This is an optimization exercise on Yosys and OpenROAD, whose aim is small area, not a production implementation. In this exercise RTL edits were held to simulation tests only and were not proved equivalent to the original.

==> design/flow/design.v <==
module CannyEdge(dAddrRegRow, dAddrRegCol, bWE, bCE, InData, OutData,
	OPMode, bOPEnable, dReadReg, dWriteReg, clk, rst_b);
input  [2:0] dAddrRegRow, dAddrRegCol;
input        bWE, bCE;
input  [7:0] InData;
output [7:0] OutData;
reg    [7:0] OutData;
input  [2:0] OPMode;
input        bOPEnable;
input  [3:0] dReadReg, dWriteReg;
input        clk, rst_b;
reg [7:0] X [0:24];
reg [1:0] y6;             
reg [7:0] zf;             
reg [2:0] cnt;            
reg [14:0] acc;           
reg [10:0] gx, gy;
reg        flag;          
reg        thr;           
wire op   = bCE & ~bOPEnable;
wire act  = op & (cnt < 3'd5);
wire m_g  = (OPMode == 3'd0);
wire m_s  = (OPMode == 3'd1);
wire m_n  = (OPMode == 3'd2);
wire m_h  = (OPMode == 3'd3);
wire wr   = ~bCE & ~bWE;
wire rd   = ~bCE & bWE;
always @(posedge clk or negedge rst_b)
	if (!rst_b) cnt <= 3'd0;
	else if (op) cnt <= (cnt == 3'd5) ? cnt : cnt + 3'd1;
	else cnt <= 3'd0;
wire       d0 = (y6 == 2'd0);
reg  [2:0] rsel, csel;
always @* begin
	if (op & (m_n | m_h)) begin
		if (cnt[0] == 1'b0) begin
			rsel = d0 ? 3'd1 : 3'd0;
			csel = d0 ? 3'd0 : {1'b0, ~y6};
		end else begin
			rsel = d0 ? 3'd1 : 3'd2;
			csel = d0 ? 3'd2 : {1'b0, y6} - 3'd1;
		end
	end else if (op) begin
		rsel = cnt;
		csel = dAddrRegCol;
	end else begin
		rsel = dAddrRegRow;
		csel = dAddrRegCol;
	end
end
reg [7:0] rb0, rb1, rb2, rb3, rb4;
always @* begin
	case (rsel)
	3'd0: begin rb0 = X[0];  rb1 = X[1];  rb2 = X[2];  rb3 = X[3];  rb4 = X[4];  end
	3'd1: begin rb0 = X[5];  rb1 = X[6];  rb2 = X[7];  rb3 = X[8];  rb4 = X[9];  end
	3'd2: begin rb0 = X[10]; rb1 = X[11]; rb2 = X[12]; rb3 = X[13]; rb4 = X[14]; end
	3'd3: begin rb0 = X[15]; rb1 = X[16]; rb2 = X[17]; rb3 = X[18]; rb4 = X[19]; end
	default: begin rb0 = X[20]; rb1 = X[21]; rb2 = X[22]; rb3 = X[23]; rb4 = X[24]; end
	endcase
end
reg [7:0] xr;
always @* begin
	case (csel)
	3'd0: xr = rb0;
	3'd1: xr = rb1;
	3'd2: xr = rb2;
	3'd3: xr = rb3;
	default: xr = rb4;
	endcase
end
wire [11:0] srow = rb0 + rb4 + 3 * (rb1 + rb3) + 4 * rb2;
wire [9:0]  ring = (cnt == 3'd2) ? (rb1 + rb3) : (cnt[0] ? (rb1 + rb2 + rb3) : 10'd0);
wire [14:0] mrow = (cnt == 3'd2) ? {srow, 2'b00} : (cnt[0] ? 3 * srow : srow);
wire [14:0] accn = (cnt == 3'd0 ? 15'd0 : acc) + mrow - {ring, 1'b0};
always @(posedge clk)
	if (act & m_g) acc <= accn;
wire [10:0] dd = {3'b000, rb2} - {3'b000, rb0};
wire [10:0] ss = rb0 + 2 * rb1 + rb2;
always @(posedge clk)
	if (act & m_s & (cnt < 3'd3)) begin
		gx <= (cnt == 3'd0 ? 11'd0 : gx) + (cnt == 3'd1 ? {dd[9:0], 1'b0} : dd);
		if (cnt == 3'd0) gy <= ss;
		else if (cnt == 3'd2) gy <= gy - ss;
	end
wire [10:0] ax = gx[10] ? -gx : gx;
wire [10:0] ay = gy[10] ? -gy : gy;
wire        ng = gx[10] ^ gy[10];
wire [10:0] gsum = ax + ay;
wire [12:0] m5 = ax + 4 * ax;
wire        c0 = ({ay, 1'b0} <= ax + ng);
wire        c90 = ({ay, 1'b0} > m5 + ng);
wire [7:0]  dirv = c0 ? 8'd0 : c90 ? 8'd90 : ng ? 8'd135 : 8'd45;
wire [7:0] x6 = X[6];
wire       ge6 = (x6 >= xr);
reg        za, zb;
always @* begin
	case (y6)
	2'd0: begin za = zf[3]; zb = zf[4]; end
	2'd1: begin za = zf[2]; zb = zf[5]; end
	2'd2: begin za = zf[1]; zb = zf[6]; end
	default: begin za = zf[0]; zb = zf[7]; end
	endcase
end
wire       hi = (xr >= 8'd15);
wire       nmsw = act & m_n & (cnt == 3'd1);
wire       ok = flag & ge6;
always @(posedge clk)
	if (act & (m_n | m_h) & (cnt == 3'd0))
		flag <= m_n ? ge6 : (hi | za);
always @(posedge clk)
	if (act & m_h & (cnt == 3'd1))
		thr <= (x6 >= 8'd15) | ((x6 > 8'd10) & (flag | hi | zb));
wire [7:0] wd = bCE ? 8'd0 : InData;
wire [4:0] ra = dAddrRegRow * 5 + dAddrRegCol;
wire [4:0] na = d0 ? 5'd5 : (y6 == 2'd1) ? 5'd2 : (y6 == 2'd2) ? 5'd1 : 5'd0;
wire [4:0] nb = d0 ? 5'd7 : (y6 == 2'd1) ? 5'd10 : (y6 == 2'd2) ? 5'd11 : 5'd12;
integer i;
always @(posedge clk) begin
	for (i = 0; i < 25; i = i + 1)
		if ((wr & (dWriteReg == 4'd0) & (ra == i)) |
		    (nmsw & (ok ? (na == i || nb == i) : (i == 6))))
			X[i] <= wd;
end
always @(posedge clk)
	if (wr & (dWriteReg == 4'd1) & (ra == 5'd6)) y6 <= InData[1:0];
wire zone = (InData == 8'd1);
always @(posedge clk)
	if (wr & (dWriteReg == 4'd2)) begin
		if (ra == 5'd0)  zf[0] <= zone;
		if (ra == 5'd1)  zf[1] <= zone;
		if (ra == 5'd2)  zf[2] <= zone;
		if (ra == 5'd5)  zf[3] <= zone;
		if (ra == 5'd7)  zf[4] <= zone;
		if (ra == 5'd10) zf[5] <= zone;
		if (ra == 5'd11) zf[6] <= zone;
		if (ra == 5'd12) zf[7] <= zone;
	end
always @(posedge clk)
	if (rd)
		case (dReadReg)
		4'd0: OutData <= acc[14:7];
		4'd1: OutData <= gsum[10:3];
		4'd2: OutData <= dirv;
		4'd3: OutData <= xr;
		4'd4: OutData <= {7'd0, thr};
		default: ;
		endcase
endmodule
==> design/flow/run.sh <==
#!/bin/bash
# synth_recipe.tcl (not shown) runs the flow's synth.tcl, then flattens the netlist and writes it again
# the make line also repeats each setting of config.mk as NAME=value (left out here)
make -C /OpenROAD-flow-scripts/flow DESIGN_CONFIG=/design/flow/config.mk WORK_HOME=/design/flow/orfs CLKGATE_MAP_FILE= SYNTH_SCRIPT=/design/flow/synth_recipe.tcl finish
==> design/flow/config.mk <==
export PLATFORM = sky130hd
export DESIGN_NAME = CannyEdge
export DESIGN_NICKNAME = CannyEdge
export VERILOG_FILES = /design/flow/design.v
export SDC_FILE = /design/flow/constraint.sdc
export NUM_CORES = 4
export LEC_CHECK = 0
export CAP_MARGIN = 20
export CORE_MARGIN = 2
export CORE_UTILIZATION = 40
export SLEW_MARGIN = 20
==> design/flow/constraint.sdc <==
create_clock -name core_clock -period 12.0 [get_ports {clk}]
set_input_delay 2.4000 -clock core_clock [delete_from_list [all_inputs] [get_ports {clk}]]
set_output_delay 2.4000 -clock core_clock [all_outputs]
set_load 0.01 [all_outputs]
==> flow_metrics.py <==
metrics = {
    "detailed_routing": {
        "drtIter0Drc": 1193,
        "drt-total-wl_microns": 47900,
        "num_vias": 12955,
        "vias_per_cell": 5.56,
        "wl_per_cell_microns": 20.6,
        "drc": 0,
        "dr.pass1.iters": 6,
        "antenna_left": 0,
    },
    "layout": {
        "final_nets": 1974,
        "synthToLayoutAreaGrowth_pct": 13.7,
        "final_cell_mix": "257 x edfxtp_1, 172 x ha_1, 156 x inv_1, 119 x nand2_1, 92 x a21oi_1",
        "fin_util": 0.460,
        "nFillCells": 4123,
        "fin_area_sq_um": 20300,
        "final_cells": 2332,
        "final_common_cell": "edfxtp_1",
        "layout-drive-gt1-share": 0.0937,
    },
    "global_routing": {
        "grt_max_degree": 26,
        "grt_pass1_wl_microns": 74400,
        "track_usage": 0.207,
        "first_global_vias": 13055,
        "antenna_found_initial": 0,
        "grt-ovfl-total": 0,
    },
    "critical_path": {
        "crit_arrival_ps": 11800,
        "crit_fanout": 12,
        "critical_path_class": "primary input to register",
        "critPathLaunchType": "primary input",
        "end_kind": "register",
        "rrSetupSlack_ps": 1950,
        "cp_slowest_cell": "clkdlybuf4s50_1",
        "cp_data_required_time_ps": 12360,
        "max_stage_delay_ps": 560,
    },
    "logic_synthesis": {
        "synth_flop_cell": "edfxtp_1",
        "synth_nets": 1883,
        "synth.distinct_cells": 85,
        "ys_warn_count": 2,
        "ys_ff_latch": 260,
        "synth-edff-count": 257,
        "ys_seq_area_frac": 0.436,
        "yosys.area.top_type_share": 0.432,
        "yosysTopAreaCell": "edfxtp_1",
        "syn_area_sq_um": 17900,
        "async_flop_share": 0.0115,
        "avgSynthCellArea_sq_um": 11.0,
        "synthTopCellsByArea": "edfxtp_1 43%, ha_1 12%, fa_1 5.9%",
        "postSynthCellCount": 1628,
    },
    "sta": {
        "timing.final.crit_period_ps": 11440,
        "whs_ps": 615,
        "fin_tns_setup_ps": 0,
        "timing.final.crit_share": 0.953,
        "fmax_mhz": 87.4,
        "slew_violations": 0,
        "worstMarginPinSlew_ps": 1100,
        "setup_viol": 0,
        "fin_skew_ps": 9.94,
        "worst_slack_ps": 561,
        "hold_viol_final": 0,
        "max_slew_margin": 0.263,
    },
    "placement": {
        "dp_slack_ps": -20.3,
        "dp_hpwl_microns": 37000,
        "dp.cells": 2276,
        "place_congestion": 0.933,
        "io_buffers": 37,
        "placed_area_sq_um": 19300,
    },
    "cts": {
        "clkTransAtPathRegs_ps": 60,
        "cts.path.max_buffers": 3,
        "htreeDepth": 1,
        "clock-sinks": 260,
        "cts_hold_buf": 0,
        "clock_latency_ps": 560,
        "cts_root_buf": "clkbuf_16",
        "cts_tree": "done",
        "cts_buffers": 27,
    },
    "floorplanning": {
        "fp.dieH_microns": 215,
        "start_util": 0.404,
        "die_w_microns": 215,
        "core_area_sq_um": 44200,
        "die_area_sq_um": 46400,
        "ios": 38,
        "rows": 77,
    },
    "status": {
        "outcome": "complete, no violations",
    },
    "min_path": {
        "hp-class": "register to register",
    },
    "run": {
        "maxCapViolations": 0,
    },
}
## critical path: cells and delay by family
kind                     cells  cell delay (ps)
AND/OR/NAND/NOR              5              920
XOR/XNOR                     3              580
buffers and inverters       10             1780
adder cells (fa/ha/maj)      9             3510
multiplexers                 3              500
AO/OA/AOI/OAI               11             2080
## flip-flops by register name, indices dropped and copies added, names as in the netlist
signal   count
gx          11
acc         15
OutData      8
X          200
flag         1
cnt          3
zf           8
gy          11
thr          1
y6           2
## cells in the mapped netlist (all sizes together), types with 7 or more instances
| master | count |
|---|---|
| or2 | 7 |
| inv | 156 |
| mux2i | 7 |
| nor4 | 10 |
| nor2b | 29 |
| a21oi | 96 |
| a31oi | 13 |
| o21bai | 23 |
| or3 | 11 |
| a22oi | 34 |
| o2bb2ai | 7 |
| a222oi | 38 |
| buf | 21 |
| nand3 | 25 |
| fa | 53 |
| a221oi | 7 |
| o21a | 12 |
| clkbuf | 24 |
| and3 | 19 |
| xnor2 | 90 |
| a211oi | 7 |
| xor2 | 30 |
| nor3 | 27 |
| o211ai | 10 |
| nor2 | 90 |
| edfxtp | 257 |
| nand2 | 119 |
| nand2b | 20 |
| ha | 172 |
| a21o | 34 |
| o21ai | 63 |
| and2 | 23 |
## cells by family after synthesis
group,share of synthesized area
fa+ha+maj,0.181
compound gates,0.157
simple gates,0.117
xor+xnor,0.0588
buf+inv,0.0448
mux,0.00581
flops,0.436
other cells,0.000210
## repair_timing
action                                  CTS  global route
setup buffers                             0             6
gates resized for setup                   0            17
endpoints found under the setup margin    0             2
## worst paths after layout
path	from	end	cells after the start
worst max register to register	cnt[0]	acc[14]	41
worst min-delay path	acc[8]	OutData[1]	1
worst min register to register	acc[8]	OutData[1]	1
max in group asynchronous	rst_b	cnt[2]	1
min in group asynchronous	rst_b	cnt[0]	1
worst max-delay path	bOPEnable	acc[14]	41
## routing by layer
layer	up-vias	wire, microns	global-route usage	share of wire
met5	-	0	0	0
met4	0	1120	0.0536	0.023
met3	80	2400	0.0254	0.050
met2	371	23000	0.352	0.48
met1	6325	21400	0.279	0.45
li1	6179	-	-	-
## cell type report
class | instances | area (sq um) | share of cell area
antenna | 1 | 2.50 | 0.000123
clock buffer | 29 | 683 | 0.0336
clock inverter | 20 | 228 | 0.0112
inverter | 156 | 586 | 0.0288
multi-input combinational | 1167 | 9390 | 0.462
sequential | 260 | 7790 | 0.383
tap | 592 | 741 | 0.0364
timing repair buffer | 107 | 902 | 0.0444

what the ideal ports hide:
No port has a modelled driver above. Below, the same layout with a new extraction and two added sets of constraints. Step 1, drivers: a clkbuf_16 drives clk and a buf_2 each remaining input, both assumed. Step 2 adds t to the input delays and takes it off the output delays; t is the mean of the earliest and latest rising clock arrival at the registers after step 1. Input paths then give back, and output paths get back, about the clock's delay inside the block. Slacks: ideal / step 1 / step 2; pairs: ideal / step 1.
t (ns): 0.613
setup slack, ns: 0.561 / 0.584 / -0.029
worst register clock-pin slew, ns: 0.06 / 0.06
Met with ideal ports but missed after step 2: setup timing in this run. For this run, drivers alone change the setup slack by +0.023 ns; drivers and shift together by -0.590 ns.
